What follows belongs to an exercise in optimizing a design on an open flow for small area; a production flow would make more cautious choices. In this exercise RTL edits were held to simulation tests only and were not proved equivalent to the original. No driver is modelled on the clock port, so clocking that relies on it looks cheaper here than on a real chip. Power and IR drop assume default switching activity.

// i2c_master
module i2c_master #(
 parameter [15:0]  p_DIV = 16'd500
) (
 input                           i_rst_n
,input                           i_local_clk
,input                           i_start
,input         [8:0]             i_req_num
,input         [7:0]             i_device_addr
,input         [7:0]             i_reg_addr
,input         [7:0]             i_wr_data
,output                          o_wr_done
,output        [7:0]             o_rd_data
,output                          o_rd_valid
,output                          o_busy
,output        [7:0]             o_reg_addr
,output        [7:0]             o_ack_erro
,output                          o_erro_valid
,output                          o_scl
,input                           i_sda
,output                          o_sda
);
Size in the first run: about 230 cells after synthesis, roughly 35 flip-flops, ~67 I/O pins.
==> flow/config.mk <==
export PLATFORM = sky130hd
export DESIGN_NAME = i2c_master
export DESIGN_NICKNAME = i2c_master
export VERILOG_FILES = /design/flow/design.v
export SDC_FILE = /design/flow/constraint.sdc
export NUM_CORES = 4
export LEC_CHECK = 0
export CAP_MARGIN = 20
export CORE_MARGIN = 2
export CORE_UTILIZATION = 40
export PLACE_DENSITY = 0.6
export SLEW_MARGIN = 20
==> flow/constraint.sdc <==
create_clock -name core_clock -period 5.0 [get_ports {i_local_clk}]
set_input_delay 1.0000 -clock core_clock [delete_from_list [all_inputs] [get_ports {i_local_clk}]]
set_output_delay 1.0000 -clock core_clock [all_outputs]
set_load 0.01 [all_outputs]
standard.sh (not shown) runs the stock make flow with config.mk's settings and CLKGATE_MAP_FILE= SYNTH_SCRIPT=/design/flow/synth_recipe.tcl, a recipe that flattens the netlist after the stock synthesis.
==> flow/flow/run.sh <==
#!/bin/bash
# Standard layout, with the port buffers made from the smallest buffer cell
# and non-critical gates downsized after global routing.
set -euo pipefail
export BUFFER_PORTS_ARGS="-buffer_cell sky130_fd_sc_hd__buf_1"
export RECOVER_POWER=100
bash standard.sh > standard.log 2>&1
Edit:
==> flow/flow/run.sh (replaced) <==
#!/bin/bash
# Standard layout with three changes to how it is made:
#  - synthesis maps the logic with an area-oriented ABC script
#    (flow/abc_area.script) in place of ORFS's speed script; everything else
#    in the standard flow's synthesis script (synth_recipe.tcl) is kept as it is;
#  - the port buffers are made from the smallest buffer cell;
#  - non-critical gates are downsized after global routing.
set -euo pipefail
here=$(pwd)
{
  echo "proc abc {args} {"
  echo "  set i [lsearch \$args -script]"
  echo "  lset args [expr {\$i + 1}] $here/flow/abc_area.script"
  echo "  yosys abc {*}\$args"
  echo "}"
  cat synth_recipe.tcl
} > synth_area.tcl
export BUFFER_PORTS_ARGS="-buffer_cell sky130_fd_sc_hd__buf_1"
export RECOVER_POWER=100
bash standard.sh SYNTH_SCRIPT=$here/synth_area.tcl finish > standard.log 2>&1
==> flow/flow/abc_area.script (new file) <==
&get -n
&st
&dch -f
&nf -R 1000 -p
&put
topo
dnsize -c
=> The new run finished clean. Register-to-register slack gains 30 ps. Cell count fell by 3.8%. Design area fell by 3.0%. Via count fell by 2.7%. Wire length fell by 7.9%.


i2c_master, a different RTL version from the one above (not shown whole).
Size: ~180 cells after synthesis, roughly 35 flip-flops, ~2000 um2 of cells after synthesis.
clock: 5.0 ns
lec_check: 0
cap_margin: 20
core_margin: 2
core_utilization: 40
place_density: 0.6
slew_margin: 20
==> flow/flow/run.sh <==
#!/bin/bash
# Standard layout with four changes to how it is made:
#  - synthesis maps the logic with an area-oriented ABC script
#    (flow/abc_area.script) in place of ORFS's speed script; everything else
#    in the standard flow's synthesis script (synth_recipe.tcl) is kept as it is;
#  - the port buffers are made from the smallest buffer cell;
#  - the clock tree is built by flow/clktree.tcl (a balanced two-level tree
#    of four buffers) just before ORFS's CTS step;
#  - gates with slack to spare are downsized (flow/recover.tcl) just before
#    global routing, ahead of ORFS's post-route repair of slew and load.
# Each tool's output is in standard.log (and ORFS's own logs under orfs/).
set -euo pipefail
here=$(pwd)
{
  echo "proc abc {args} {"
  echo "  set i [lsearch \$args -script]"
  echo "  lset args [expr {\$i + 1}] $here/flow/abc_area.script"
  echo "  yosys abc {*}\$args"
  echo "}"
  cat synth_recipe.tcl
} > synth_area.tcl
export BUFFER_PORTS_ARGS="-buffer_cell sky130_fd_sc_hd__buf_1"
export PRE_CTS_TCL=$here/flow/clktree.tcl
export PRE_GLOBAL_ROUTE_TCL=$here/flow/recover.tcl
bash standard.sh SYNTH_SCRIPT=$here/synth_area.tcl finish > standard.log 2>&1
==> flow/flow/clktree.tcl <==
# Run before CTS (PRE_CTS_TCL): a hand-made two-level clock tree. The
# flip-flops are split into three groups of about equal size by position
# (sorted along x); each group is driven by one clkbuf_8 placed at the
# group's centre, and the three leaf buffers by one clkbuf_2 root buffer on
# the clock port. The tree is balanced (every flip-flop is two buffers from
# the port); CTS then finds no unbuffered clock net left to build.
proc build_clock_tree { ngroups leaf_cell root_cell } {
  set block [ord::get_db_block]
  set sinks {}
  foreach iterm [[$block findNet i_local_clk] getITerms] {
    set inst [$iterm getInst]
    lassign [$inst getLocation] x y
    lappend sinks [list $x $y [$inst getName]/[[$iterm getMTerm] getName]]
  }
  set sinks [lsort -real -index 0 $sinks]
  set n [llength $sinks]
  set sumx 0
  set sumy 0
  for {set g 0} {$g < $ngroups} {incr g} {
    set lo [expr {$g * $n / $ngroups}]
    set hi [expr {($g + 1) * $n / $ngroups - 1}]
    set pins {}
    set sx 0
    set sy 0
    foreach s [lrange $sinks $lo $hi] {
      lappend pins [get_pins [lindex $s 2]]
      set sx [expr {$sx + [lindex $s 0]}]
      set sy [expr {$sy + [lindex $s 1]}]
    }
    set k [llength $pins]
    set cx [expr {$sx / $k / 1000.0}]
    set cy [expr {$sy / $k / 1000.0}]
    set sumx [expr {$sumx + $cx}]
    set sumy [expr {$sumy + $cy}]
    insert_buffer -buffer_cell $leaf_cell -net i_local_clk -load_pins $pins \
      -location [list $cx $cy] -buffer_name clkleaf_$g -net_name clkleaf_net_$g
  }
  insert_buffer -buffer_cell $root_cell -net i_local_clk \
    -location [list [expr {$sumx / $ngroups}] [expr {$sumy / $ngroups}]] \
    -buffer_name clkroot -net_name clkroot_net
}
build_clock_tree 3 sky130_fd_sc_hd__clkbuf_8 sky130_fd_sc_hd__clkbuf_2
==> flow/flow/recover.tcl <==
# Run before global routing (PRE_GLOBAL_ROUTE_TCL): downsize gates that have
# timing slack to spare. ORFS's own repair_design after global routing then
# fixes any slew or capacitance limit this leaves violated.
estimate_parasitics -placement
repair_timing -recover_power 100
Other scripts of this flow, unchanged in this note and not shown: flow/flow/abc_area.script
==> next run, changes <==
--- a/flow/flow/run.sh
+++ b/flow/flow/run.sh
@@ -7,5 +7,4 @@
 #  - the clock tree is built by flow/clktree.tcl (a balanced two-level tree
-#    of four buffers) just before ORFS's CTS step;
-#  - gates with slack to spare are downsized (flow/recover.tcl) just before
-#    global routing, ahead of ORFS's post-route repair of slew and load.
+#    of five buffers) just before ORFS's CTS step;
+#  - non-critical gates are downsized after global routing.
 # Each tool's output is in standard.log (and ORFS's own logs under orfs/).
@@ -23,3 +22,3 @@
 export PRE_CTS_TCL=$here/flow/clktree.tcl
-export PRE_GLOBAL_ROUTE_TCL=$here/flow/recover.tcl
+export RECOVER_POWER=100
 bash standard.sh SYNTH_SCRIPT=$here/synth_area.tcl finish > standard.log 2>&1
--- a/flow/flow/clktree.tcl
+++ b/flow/flow/clktree.tcl
@@ -1,5 +1,5 @@
 # Run before CTS (PRE_CTS_TCL): a hand-made two-level clock tree. The
-# flip-flops are split into three groups of about equal size by position
-# (sorted along x); each group is driven by one clkbuf_8 placed at the
-# group's centre, and the three leaf buffers by one clkbuf_2 root buffer on
+# flip-flops are split into four groups of about equal size by position
+# (sorted along x); each group is driven by one clkbuf_4 placed at the
+# group's centre, and the four leaf buffers by one clkbuf_2 root buffer on
 # the clock port. The tree is balanced (every flip-flop is two buffers from
@@ -41,2 +41,2 @@
 }
-build_clock_tree 3 sky130_fd_sc_hd__clkbuf_8 sky130_fd_sc_hd__clkbuf_2
+build_clock_tree 4 sky130_fd_sc_hd__clkbuf_4 sky130_fd_sc_hd__clkbuf_2
Settings changed: SETUP_SLACK_MARGIN from default to 0.3.
removed: flow/flow/recover.tcl
Total power decreases slightly.
Critical path depth stays the same.
Wire length rose by a few percent.
Fmax came out higher slightly.
Final area increases slightly.
==> next run, changes <==
--- a/flow/flow/run.sh
+++ b/flow/flow/run.sh
@@ -7,3 +7,3 @@
 #  - the clock tree is built by flow/clktree.tcl (a balanced two-level tree
-#    of five buffers) just before ORFS's CTS step;
+#    of four buffers) just before ORFS's CTS step;
 #  - non-critical gates are downsized after global routing.
--- a/flow/flow/clktree.tcl
+++ b/flow/flow/clktree.tcl
@@ -1,5 +1,5 @@
 # Run before CTS (PRE_CTS_TCL): a hand-made two-level clock tree. The
-# flip-flops are split into four groups of about equal size by position
-# (sorted along x); each group is driven by one clkbuf_4 placed at the
-# group's centre, and the four leaf buffers by one clkbuf_2 root buffer on
+# flip-flops are split into three groups of about equal size by position
+# (sorted along x); each group is driven by one clkbuf_8 placed at the
+# group's centre, and the three leaf buffers by one clkbuf_2 root buffer on
 # the clock port. The tree is balanced (every flip-flop is two buffers from
@@ -41,2 +41,2 @@
 }
-build_clock_tree 4 sky130_fd_sc_hd__clkbuf_4 sky130_fd_sc_hd__clkbuf_2
+build_clock_tree 3 sky130_fd_sc_hd__clkbuf_8 sky130_fd_sc_hd__clkbuf_2
Settings changed: SETUP_SLACK_MARGIN 0.3 to default.
- The new run ran to the end with no violations
- via count came out higher slightly
- total power came out higher slightly
- synthesized area is unchanged
- cell area came out lower slightly
- global-route usage came out lower by 1.0 points
- sequential cell count is unchanged
- critical path depth stays the same
- hold slack loses 0.012 ns
- wire length came out lower by a few percent
- maximum frequency came out lower slightly
- cell count came out lower slightly
==> next run, changes <==
--- a/flow/flow/run.sh
+++ b/flow/flow/run.sh
@@ -7,3 +7,3 @@
 #  - the clock tree is built by flow/clktree.tcl (a balanced two-level tree
-#    of four buffers) just before ORFS's CTS step;
+#    of five buffers) just before ORFS's CTS step;
 #  - non-critical gates are downsized after global routing.
--- a/flow/flow/clktree.tcl
+++ b/flow/flow/clktree.tcl
@@ -1,5 +1,5 @@
 # Run before CTS (PRE_CTS_TCL): a hand-made two-level clock tree. The
-# flip-flops are split into three groups of about equal size by position
-# (sorted along x); each group is driven by one clkbuf_8 placed at the
-# group's centre, and the three leaf buffers by one clkbuf_2 root buffer on
+# flip-flops are split into four groups of about equal size by position
+# (sorted along x); each group is driven by one clkbuf_4 placed at the
+# group's centre, and the four leaf buffers by one clkbuf_2 root buffer on
 # the clock port. The tree is balanced (every flip-flop is two buffers from
@@ -41,2 +41,2 @@
 }
-build_clock_tree 3 sky130_fd_sc_hd__clkbuf_8 sky130_fd_sc_hd__clkbuf_2
+build_clock_tree 4 sky130_fd_sc_hd__clkbuf_4 sky130_fd_sc_hd__clkbuf_2
Global-route usage grows by 0.31 points.
Clock power shrinks by about 8%.
Setup slack is about the same.
Die area stays the same.
Final cell count grows by 0.32%.
Clock skew grows by 0.013 ns.
Cell area shrinks by 0.48%.
First-iteration DRC count shrinks by 7.3%.
Total power shrinks by 1.5%.
Synthesized cell count stays the same.
Wire length grows by 2.0%.


The RTL this note starts from:
==> flow/design.v <==
module i2c_master #(
 parameter [15:0]  p_DIV = 16'd500
) (
 input                           i_rst_n
,input                           i_local_clk
,input                           i_start
,input         [8:0]             i_req_num
,input         [7:0]             i_device_addr
,input         [7:0]             i_reg_addr
,input         [7:0]             i_wr_data
,output                          o_wr_done
,output        [7:0]             o_rd_data
,output                          o_rd_valid
,output                          o_busy
,output        [7:0]             o_reg_addr
,output        [7:0]             o_ack_erro
,output                          o_erro_valid
,output                          o_scl
,input                           i_sda
,output                          o_sda
);
localparam [1:0] K_SPEC = 2'b00;
localparam [1:0] K_BIT  = 2'b01;
localparam [1:0] K_ACK  = 2'b10;
localparam [1:0] K_STOP = 2'b11;
localparam [1:0] P_DEV  = 2'b00;
localparam [1:0] P_REG  = 2'b01;
localparam [1:0] P_DATA = 2'b10;
localparam [1:0] P_DEVR = 2'b11;
localparam [3:0] S_IDLE   = {K_SPEC, 2'b00};
localparam [3:0] S_START  = {K_SPEC, 2'b01};
localparam [3:0] S_START2 = {K_SPEC, 2'b11};
reg    [3:0]     r_st     ;
reg    [6:0]     r_q      ;
reg    [1:0]     r_p      ;
reg    [2:0]     r_bit    ;
reg    [8:0]     r_cnt    ;
reg    [7:0]     r_rd_data;
reg              r_scl    ;
reg              r_sda    ;
wire   [1:0] w_k = r_st[3:2];
wire   [1:0] w_ph = r_st[1:0];
wire   w_rd    = i_device_addr[0];
wire   w_qend  = (r_q == 7'b1010000);   
wire   w_q0    = (r_q == 7'd0);
wire   w_e499  = w_qend & (r_p == 2'd3);
wire   w_d0    = w_q0 & (r_p == 2'd0);
wire   w_last  = (i_req_num == r_cnt);
wire   w_idle  = (r_st == S_IDLE);
wire   w_dtack = (r_st == {K_ACK, P_DATA});
wire   w_nack  = i_sda & ~((w_ph == P_DATA) & w_rd);
assign o_busy       = ~w_idle;
assign o_scl        = r_scl;
assign o_sda        = r_sda;
assign o_rd_data    = r_rd_data;
assign o_reg_addr   = i_reg_addr + r_cnt[7:0];
assign o_rd_valid   = w_dtack & w_rd & w_d0;
assign o_wr_done    = w_dtack & ~w_rd & w_q0 & (r_p == 2'd3) & ~i_sda;
assign o_erro_valid = w_d0 & (w_k == K_STOP) & ((w_ph != P_DATA) | (~w_rd & i_sda));
assign o_ack_erro   = {4'd0, w_ph == P_DEVR, w_ph == P_DATA, w_ph == P_REG, w_ph == P_DEV};
always @(posedge i_local_clk) begin
	if(w_idle) begin
		r_q <= {6'd0, i_start};
		r_p <= 'd0;
	end else if(w_qend) begin
		r_q <= 'd0;
		r_p <= r_p + 1'b1;
	end else
		r_q <= {r_q[5:0], ~(r_q[6] ^ r_q[5])};
end
always @(posedge i_local_clk) begin
	if(w_k != K_BIT)
		r_bit <= 'd0;
	else if(w_e499)
		r_bit <= r_bit + 1'b1;
end
always @(posedge i_local_clk) begin
	if(w_idle)
		r_cnt <= 'd0;
	else if(w_dtack & w_d0)
		r_cnt <= r_cnt + 1'b1;
end
always @(posedge i_local_clk) begin
	if(w_e499)
		r_rd_data <= {r_rd_data[6:0], i_sda};
end
reg w_bit;
always @(*) begin
	case(w_ph)
		P_DEV:   w_bit = i_device_addr[~r_bit] & (r_bit != 3'd7);
		P_REG:   w_bit = i_reg_addr[~r_bit];
		P_DATA:  w_bit = i_wr_data[~r_bit] | w_rd;
		default: w_bit = i_device_addr[~r_bit];
	endcase
end
always @(posedge i_local_clk or negedge i_rst_n) begin
	if(~i_rst_n)
		r_sda <= 1'b1;
	else if(r_st == S_START)
		r_sda <= (r_p == 2'd0);
	else if(r_st == S_START2)
		r_sda <= ~r_p[1];
	else if(w_qend) case(r_p)
		2'd0: case(w_k)
			K_BIT:   r_sda <= w_bit;
			K_ACK:   r_sda <= ~((w_ph == P_DATA) & w_rd) | w_last;
			K_STOP:  r_sda <= 1'b0;
			default: r_sda <= 1'b1;
		endcase
		2'd2: if(w_k == K_STOP) r_sda <= 1'b1;
		default: ;
	endcase
end
always @(posedge i_local_clk or negedge i_rst_n) begin
	if(~i_rst_n)
		r_scl <= 1'b1;
	else case(r_st)
		S_IDLE:   r_scl <= 1'b1;
		S_START:  r_scl <= ~r_p[1];
		S_START2: r_scl <= r_p[1] ^ r_p[0];
		default:  r_scl <= r_p[1];
	endcase
end
always @(posedge i_local_clk or negedge i_rst_n) begin
	if(~i_rst_n)
		r_st <= S_IDLE;
	else if(w_idle) begin
		if(i_start) r_st <= S_START;
	end else if(w_e499) case(w_k)
		K_SPEC:  r_st <= (r_st == S_START) ? {K_BIT, P_DEV} : {K_BIT, P_DEVR};
		K_BIT:   if(r_bit == 3'd7) r_st <= {K_ACK, w_ph};
		K_ACK:
			if(w_nack)
				r_st <= {K_STOP, w_ph};
			else case(w_ph)
				P_DEV:   r_st <= {K_BIT, P_REG};
				P_REG:   r_st <= w_rd ? S_START2 : {K_BIT, P_DATA};
				P_DATA:  r_st <= w_last ? {K_STOP, P_DATA} : {K_BIT, P_DATA};
				default: r_st <= {K_BIT, P_DATA};
			endcase
		default: r_st <= S_IDLE;
	endcase
end
endmodule
export LEC_CHECK = 0
export CAP_MARGIN = 20
export CORE_MARGIN = 2
export CORE_UTILIZATION = 60
export PLACE_DENSITY = 0.8
export SLEW_MARGIN = 20
create_clock -name core_clock -period 5.0 [get_ports {i_local_clk}]
==> flow/flow/run.sh <==
#!/bin/bash
# Standard layout with four changes to how it is made:
#  - synthesis maps the logic with an area-oriented ABC script
#    (flow/abc_area.script) in place of ORFS's speed script; everything else
#    in the standard flow's synthesis script (synth_recipe.tcl) is kept as it is;
#  - the port buffers are made from the smallest buffer cell;
#  - the clock tree is built by flow/clktree.tcl (a balanced two-level tree
#    of five buffers) just before ORFS's CTS step;
#  - non-critical gates are downsized after global routing.
# Each tool's output is in standard.log (and ORFS's own logs under orfs/).
set -euo pipefail
here=$(pwd)
{
  echo "proc abc {args} {"
  echo "  set i [lsearch \$args -script]"
  echo "  lset args [expr {\$i + 1}] $here/flow/abc_area.script"
  echo "  yosys abc {*}\$args"
  echo "}"
  cat synth_recipe.tcl
} > synth_area.tcl
export BUFFER_PORTS_ARGS="-buffer_cell sky130_fd_sc_hd__buf_1"
export PRE_CTS_TCL=$here/flow/clktree.tcl
export RECOVER_POWER=100
bash standard.sh SYNTH_SCRIPT=$here/synth_area.tcl finish > standard.log 2>&1
==> flow/flow/clktree.tcl <==
# Run before CTS (PRE_CTS_TCL): a hand-made two-level clock tree. The
# flip-flops are split into four groups of about equal size by position
# (sorted along x); each group is driven by one clkbuf_4 placed at the
# group's centre, and the four leaf buffers by one clkbuf_2 root buffer on
# the clock port. The tree is balanced (every flip-flop is two buffers from
# the port); CTS then finds no unbuffered clock net left to build.
proc build_clock_tree { ngroups leaf_cell root_cell } {
  set block [ord::get_db_block]
  set sinks {}
  foreach iterm [[$block findNet i_local_clk] getITerms] {
    set inst [$iterm getInst]
    lassign [$inst getLocation] x y
    lappend sinks [list $x $y [$inst getName]/[[$iterm getMTerm] getName]]
  }
  set sinks [lsort -real -index 0 $sinks]
  set n [llength $sinks]
  set sumx 0
  set sumy 0
  for {set g 0} {$g < $ngroups} {incr g} {
    set lo [expr {$g * $n / $ngroups}]
    set hi [expr {($g + 1) * $n / $ngroups - 1}]
    set pins {}
    set sx 0
    set sy 0
    foreach s [lrange $sinks $lo $hi] {
      lappend pins [get_pins [lindex $s 2]]
      set sx [expr {$sx + [lindex $s 0]}]
      set sy [expr {$sy + [lindex $s 1]}]
    }
    set k [llength $pins]
    set cx [expr {$sx / $k / 1000.0}]
    set cy [expr {$sy / $k / 1000.0}]
    set sumx [expr {$sumx + $cx}]
    set sumy [expr {$sumy + $cy}]
    insert_buffer -buffer_cell $leaf_cell -net i_local_clk -load_pins $pins \
      -location [list $cx $cy] -buffer_name clkleaf_$g -net_name clkleaf_net_$g
  }
  insert_buffer -buffer_cell $root_cell -net i_local_clk \
    -location [list [expr {$sumx / $ngroups}] [expr {$sumy / $ngroups}]] \
    -buffer_name clkroot -net_name clkroot_net
}
build_clock_tree 4 sky130_fd_sc_hd__clkbuf_4 sky130_fd_sc_hd__clkbuf_2
Other scripts of this flow, unchanged in this note and not shown: flow/flow/abc_area.script
Change:
Settings changed: CAP_MARGIN 20 to 0, CORE_UTILIZATION 60 to 40, PLACE_DENSITY 0.8 to 0.6, SLEW_MARGIN 20 to 0.
Worst hold slack improved by 0.019 ns.
Sequential power is lower by about 1%.
Wire length is higher by 1.8%.
Via count is lower by 0.55%.
First-iteration DRC count is lower by 15%.
Global-route usage is lower by 7.1 points.
Cell area is higher by 1.3%.
Worst setup slack improved by 0.025 ns.
Change:
Settings changed: CAP_MARGIN 0 to 20, CORE_UTILIZATION 40 to 25, PLACE_DENSITY 0.6 to 0.4, SLEW_MARGIN 0 to 20.
What happened: Setup slack is worse by 0.024 ns. Register-to-register slack is worse by 0.06 ns. Design area rises by 1.8%. Wire length goes up by about 18%.
Change:
--- a/flow/flow/run.sh
+++ b/flow/flow/run.sh
@@ -7,3 +7,3 @@
 #  - the clock tree is built by flow/clktree.tcl (a balanced two-level tree
-#    of five buffers) just before ORFS's CTS step;
+#    of four buffers) just before ORFS's CTS step;
 #  - non-critical gates are downsized after global routing.
--- a/flow/flow/clktree.tcl
+++ b/flow/flow/clktree.tcl
@@ -1,5 +1,5 @@
 # Run before CTS (PRE_CTS_TCL): a hand-made two-level clock tree. The
-# flip-flops are split into four groups of about equal size by position
-# (sorted along x); each group is driven by one clkbuf_4 placed at the
-# group's centre, and the four leaf buffers by one clkbuf_2 root buffer on
+# flip-flops are split into three groups of about equal size by position
+# (sorted along x); each group is driven by one clkbuf_8 placed at the
+# group's centre, and the three leaf buffers by one clkbuf_2 root buffer on
 # the clock port. The tree is balanced (every flip-flop is two buffers from
@@ -41,2 +41,2 @@
 }
-build_clock_tree 4 sky130_fd_sc_hd__clkbuf_4 sky130_fd_sc_hd__clkbuf_2
+build_clock_tree 3 sky130_fd_sc_hd__clkbuf_8 sky130_fd_sc_hd__clkbuf_2
Settings changed: CORE_UTILIZATION 25 to 40, PLACE_DENSITY 0.4 to 0.6.
Area after synthesis stays the same.
Die area is lower by 36%.
Via count stays flat.
Global-route usage is higher by 3.9 points.
Routed wire length is lower by 16%.
Maximum frequency is higher by 0.65%.
Clock skew is lower by 0.0075 ns.
Setup slack gains 0.024 ns.
Hold slack gains 0.0041 ns.
First-iteration DRC count is higher by 54%.
Sequential cell count stays the same.

afterwards: timing with drivers on the ports:
The flow's constraints put no driver on any port. The routed layouts listed below were extracted and timed again, unchanged, in two steps. Step 1, drivers: a clkbuf_16 drives i_local_clk and a buf_2 each remaining input, both assumed. Step 2, shift: input delay + t, output delay - t, t = (earliest + latest rising clock arrival at the registers) / 2. This alone moves slack from input paths to output paths. Slacks: ideal / step 1 / step 2; pairs: ideal / step 1.
| run | shift t [ns] | slack for setup (ns) | worst hold slack (ns) | worst setup path after step 2 | slew at the worst register clock pin (ns) |
|---|---|---|---|---|---|
| the first run of note 1 | 0.312 | 1.344 / 1.324 / 1.324 | 0.452 / 0.452 / 0.452 | input to output | 0.07 / 0.07 |
| the second run of note 1 | 0.315 | 1.261 / 1.241 / 1.241 | 0.449 / 0.449 / 0.449 | input to output | 0.08 / 0.08 |
| the first run of note 2 | 0.355 | 0.165 / 0.143 / 0.143 | 0.445 / 0.445 / 0.445 | input to output | 0.08 / 0.08 |
| the second run of note 2 | 0.343 | 0.231 / 0.211 / 0.211 | 0.457 / 0.457 / 0.457 | input to output | 0.10 / 0.10 |
| the third run of note 2 | 0.354 | 0.165 / 0.143 / 0.143 | 0.445 / 0.445 / 0.445 | input to output | 0.08 / 0.08 |
| the fourth run of note 2 | 0.374 | 0.164 / 0.142 / 0.142 | 0.446 / 0.446 / 0.446 | input to output | 0.11 / 0.11 |
| the first run of note 3 | 0.369 | 1.294 / 1.274 / 1.274 | 0.446 / 0.446 / 0.446 | input to output | 0.10 / 0.10 |
| the second run of note 3 | 0.353 | 1.319 / 1.296 / 1.296 | 0.466 / 0.466 / 0.466 | input to output | 0.11 / 0.11 |
| the third run of note 3 | 0.362 | 1.295 / 1.275 / 1.275 | 0.455 / 0.455 / 0.455 | input to output | 0.11 / 0.11 |
| the fourth run of note 3 | 0.346 | 1.319 / 1.296 / 1.296 | 0.459 / 0.459 / 0.459 | input to output | 0.08 / 0.08 |
After both steps setup and hold are still met in every run listed.
